This is an optimization exercise on Yosys and OpenROAD, whose aim is small area and a short achievable clock period, not a production implementation. Function was checked by simulation only, so behaviour that the tests miss may differ from the original. No activity file was given, so power comes from the tool's default toggle rates.

Setup of job 101:
==> flow/design.v (excerpt) <==
module fft_16 (
    input                clk,
    input                rst_n,
    input                en,
    input  signed [11:0] sin_re,
    input  signed [11:0] sin_im,
    output signed [11:0] sout_re,
    output signed [11:0] sout_im
);
==> flow/config.mk <==
export PLATFORM = sky130hd
export DESIGN_NAME = fft_16
export DESIGN_NICKNAME = fft_16
export VERILOG_FILES = /design/flow/design.v
export SDC_FILE = /design/flow/constraint.sdc
export NUM_CORES = 4
export LEC_CHECK = 0
export ABC_CLOCK_PERIOD_IN_PS = 2500
export CAP_MARGIN = 20
export CORE_MARGIN = 2
export CORE_UTILIZATION = 40
export SLEW_MARGIN = 20
==> flow/constraint.sdc <==
create_clock -name core_clock -period 11.0 [get_ports {clk}]
set_input_delay 2.2000 -clock core_clock [delete_from_list [all_inputs] [get_ports {clk}]]
set_output_delay 2.2000 -clock core_clock [all_outputs]
set_load 0.01 [all_outputs]
standard.sh (not shown) runs the stock make flow with config.mk's settings and CLKGATE_MAP_FILE= SYNTH_SCRIPT=/design/flow/synth_recipe.tcl, a recipe that flattens the netlist after the stock synthesis.
==> flow/flow/run.sh <==
#!/bin/bash
set -euo pipefail
export SETUP_SLACK_MARGIN=7.5
export SETUP_MOVE_SEQUENCE=unbuffer,sizeup,swap,clone,split
bash standard.sh > make_standard.log 2>&1
Job 101 has completed all stages; timing, DRC and antenna checks passed.
Here is what was changed in the inputs of job 102 compared with job 101.
-- flow/flow/run.sh --
<<< job 101, line 3
export SETUP_SLACK_MARGIN=7.5
>>> job 102, line 3
export SETUP_SLACK_MARGIN=7.7
Notes after the runs:
As far as non-filler instance count after layout is concerned, job 101 and job 102 perform about the same. What job 101 reported for largest vdd supply drop has to be multiplied by 1.7 to get the figure for job 102. Changes observed in job 102 relative to job 101: peak fanout along the critical path moved up; switching component of the power moved up; time the worst path needs with I/O delays and setup dropped 75 ps. Fmax: job 102 higher than job 101. Compared with job 101, job 102 degrades final area. [job 102 vs job 101] sequential share of layout area: lower in job 102. Cell count along the critical path delta for job 102 relative to job 101: 3 higher. When the final numbers for job 101 and job 102 were put side by side, the share of power burned in combinational logic turned out to be smaller in job 101. Diff job 101 -> job 102 | power | increase of about 1%.
#### Input delta (job 103 over job 102)
- setting CTS_CLUSTER_DIAMETER to 80 for the first time
- setting PLACE_DENSITY to 0.7 for the first time
- setting CTS_CLUSTER_SIZE to 25 for the first time
-- flow/flow/run.sh --
<<< job 102, line 3
export SETUP_SLACK_MARGIN=7.7
>>> job 103, line 3
export SETUP_SLACK_MARGIN=7.6
- Clock distribution area overhead in the final layout: job 103 vs job 102 down 3.0 points
- Summary of the comparison: growth of design area from synthesis to finish is lower in job 103, relative to job 102.
- Sort job 103 and job 102 by combinational power, descending, and job 102 comes first.
- Upper clock frequency limit for job 103 is lower than for job 102.
- From job 102 to job 103 the numbers moved as follows: largest stage delay on the critical path climbed 90 ps, total design power dropped about 12%, final critical-path required period climbed 99 ps, fraction of the cycle the final worst path needs climbed 0.90 points.
- Job 103 against job 102: wire length per cell lost about 3%, post-route met1 wirelength lost 12%.
Input-level comparison between job 104 and job 103:
- PLACE_DENSITY: 0.7 -> unset
-- flow/flow/run.sh --
<<< job 103, line 3
export SETUP_SLACK_MARGIN=7.6
>>> job 104, line 3
export SETUP_SLACK_MARGIN=7.7
Notes after the runs:
- Job 104 ends up with a number of global-route vias before repair that is about 2.8% lower than in job 103.
- Job 104 against job 103: final cell count level, count of clock-buffer cells in the layout moved up, setup slack moved up, share of layout cells above drive strength 1 moved up, fraction of met1 tracks used by global routing moved up.
> inputs changed (job 104 -> job 105)
- PLACE_DENSITY: unset -> 0.7
--- outcome ---
- In job 105, first-iteration DRC count is higher than in job 104.
- Job 105 against job 104: core region area did not really move, worst hold margin went down, fraction of area in registers went up.
- Total number of vias deteriorates in job 105 relative to job 104.
- [job 105 vs job 104] count of non-CTS buffers in the layout: higher in job 105

---

fft_16 again, from the RTL that the note above started with.
clock: 11.0 ns
lec_check: 0
abc_clock_period_in_ps: 2500
cap_margin: 20
core_margin: 2
core_utilization: 40
cts_cluster_diameter: 80
cts_cluster_size: 25
slew_margin: 20
==> flow/flow/run.sh <==
#!/bin/bash
set -euo pipefail
export SETUP_SLACK_MARGIN=7.5
export SETUP_MOVE_SEQUENCE=unbuffer,sizeup,swap,clone,split
bash standard.sh > make_standard.log 2>&1
Next try:
--- a/flow/flow/run.sh
+++ b/flow/flow/run.sh
@@ -3 +3 @@
-export SETUP_SLACK_MARGIN=7.5
+export SETUP_SLACK_MARGIN=7.7
Settings changed: CTS_CLUSTER_DIAMETER 80 to 60, CTS_CLUSTER_SIZE 25 to 20, PLACE_DENSITY from default to 0.7.
What happened: Critical path depth came out higher by 4; utilization came out higher by 1.9 points; synthesized area is unchanged; cell count came out higher by 1.3%; die area stays the same; total power came out higher by 9.2%; first-iteration DRC count came out higher by 26%; setup slack gains 0.089 ns; final area came out higher by 4.1%; flip-flop and latch count is unchanged.
Next try:
--- a/flow/flow/run.sh
+++ b/flow/flow/run.sh
@@ -3 +3 @@
-export SETUP_SLACK_MARGIN=7.7
+export SETUP_SLACK_MARGIN=7.9
Settings changed: CTS_CLUSTER_DIAMETER 60 to 80, CTS_CLUSTER_SIZE 20 to 25, PLACE_DENSITY 0.7 to default.
What happened:
- non-clock buffer count goes up by 15
- area after synthesis stays the same
- hold slack gains 0.021 ns
- wire length goes up by about 5%
- cell count goes down by 0.58%
- via count goes down by about 2%
- clock power goes down by about 28%
- flip-flop and latch count does not change
Next try:
--- a/flow/flow/run.sh
+++ b/flow/flow/run.sh
@@ -3 +3 @@
-export SETUP_SLACK_MARGIN=7.9
+export SETUP_SLACK_MARGIN=7.7
Settings changed: CTS_CLUSTER_DIAMETER 80 to 100, CTS_CLUSTER_SIZE 25 to 30.
=>
- wire length fell by 2.3%
- non-clock buffer count fell by 9
- total power came out lower by about 4.5%
- worst hold slack is worse by 0.0083 ns
- synthesized cell count stays the same
- fmax increases by about 0.36%
- combinational power goes down by about 3%
- via count came out lower by about 0.9%

-- afterwards: timing with drivers on the ports --
No port has a modelled driver above. Below, the same layouts with a new extraction and two added sets of constraints. Step 1: set_driving_cell puts a clkbuf_16 on clk and a buf_2 on each other input, an assumption about the parent block. Step 2, shift: input delay + t, output delay - t, t = (earliest + latest rising clock arrival at the registers) / 2. This alone moves slack from input paths to output paths. Three values: no drivers, after step 1, after step 2; two values: the first two.
run	t, ns	slack for setup (ns)	hold WS [ns]
job 101	0.721	7.503 / 7.489 / 6.818	0.318 / 0.318 / 0.318
job 102	0.725	7.578 / 7.578 / 6.959	0.308 / 0.308 / 0.308
job 103	0.666	7.478 / 7.478 / 6.939	0.319 / 0.319 / 0.319
job 104	0.712	7.597 / 7.597 / 6.988	0.312 / 0.312 / 0.312
job 105	0.679	7.604 / 7.604 / 6.962	0.305 / 0.305 / 0.305
the first run of note 2	0.702	7.484 / 7.494 / 6.824	0.308 / 0.308 / 0.308
the second run of note 2	0.718	7.573 / 7.573 / 6.983	0.309 / 0.309 / 0.309
the third run of note 2	0.712	7.568 / 7.568 / 6.967	0.330 / 0.330 / 0.330
the fourth run of note 2	0.746	7.580 / 7.580 / 6.974	0.322 / 0.322 / 0.322
After both steps setup and hold are still met in every run listed. The setup slack of job 101, which loses most, moves by -0.014 ns with the drivers and by -0.685 ns with both steps.
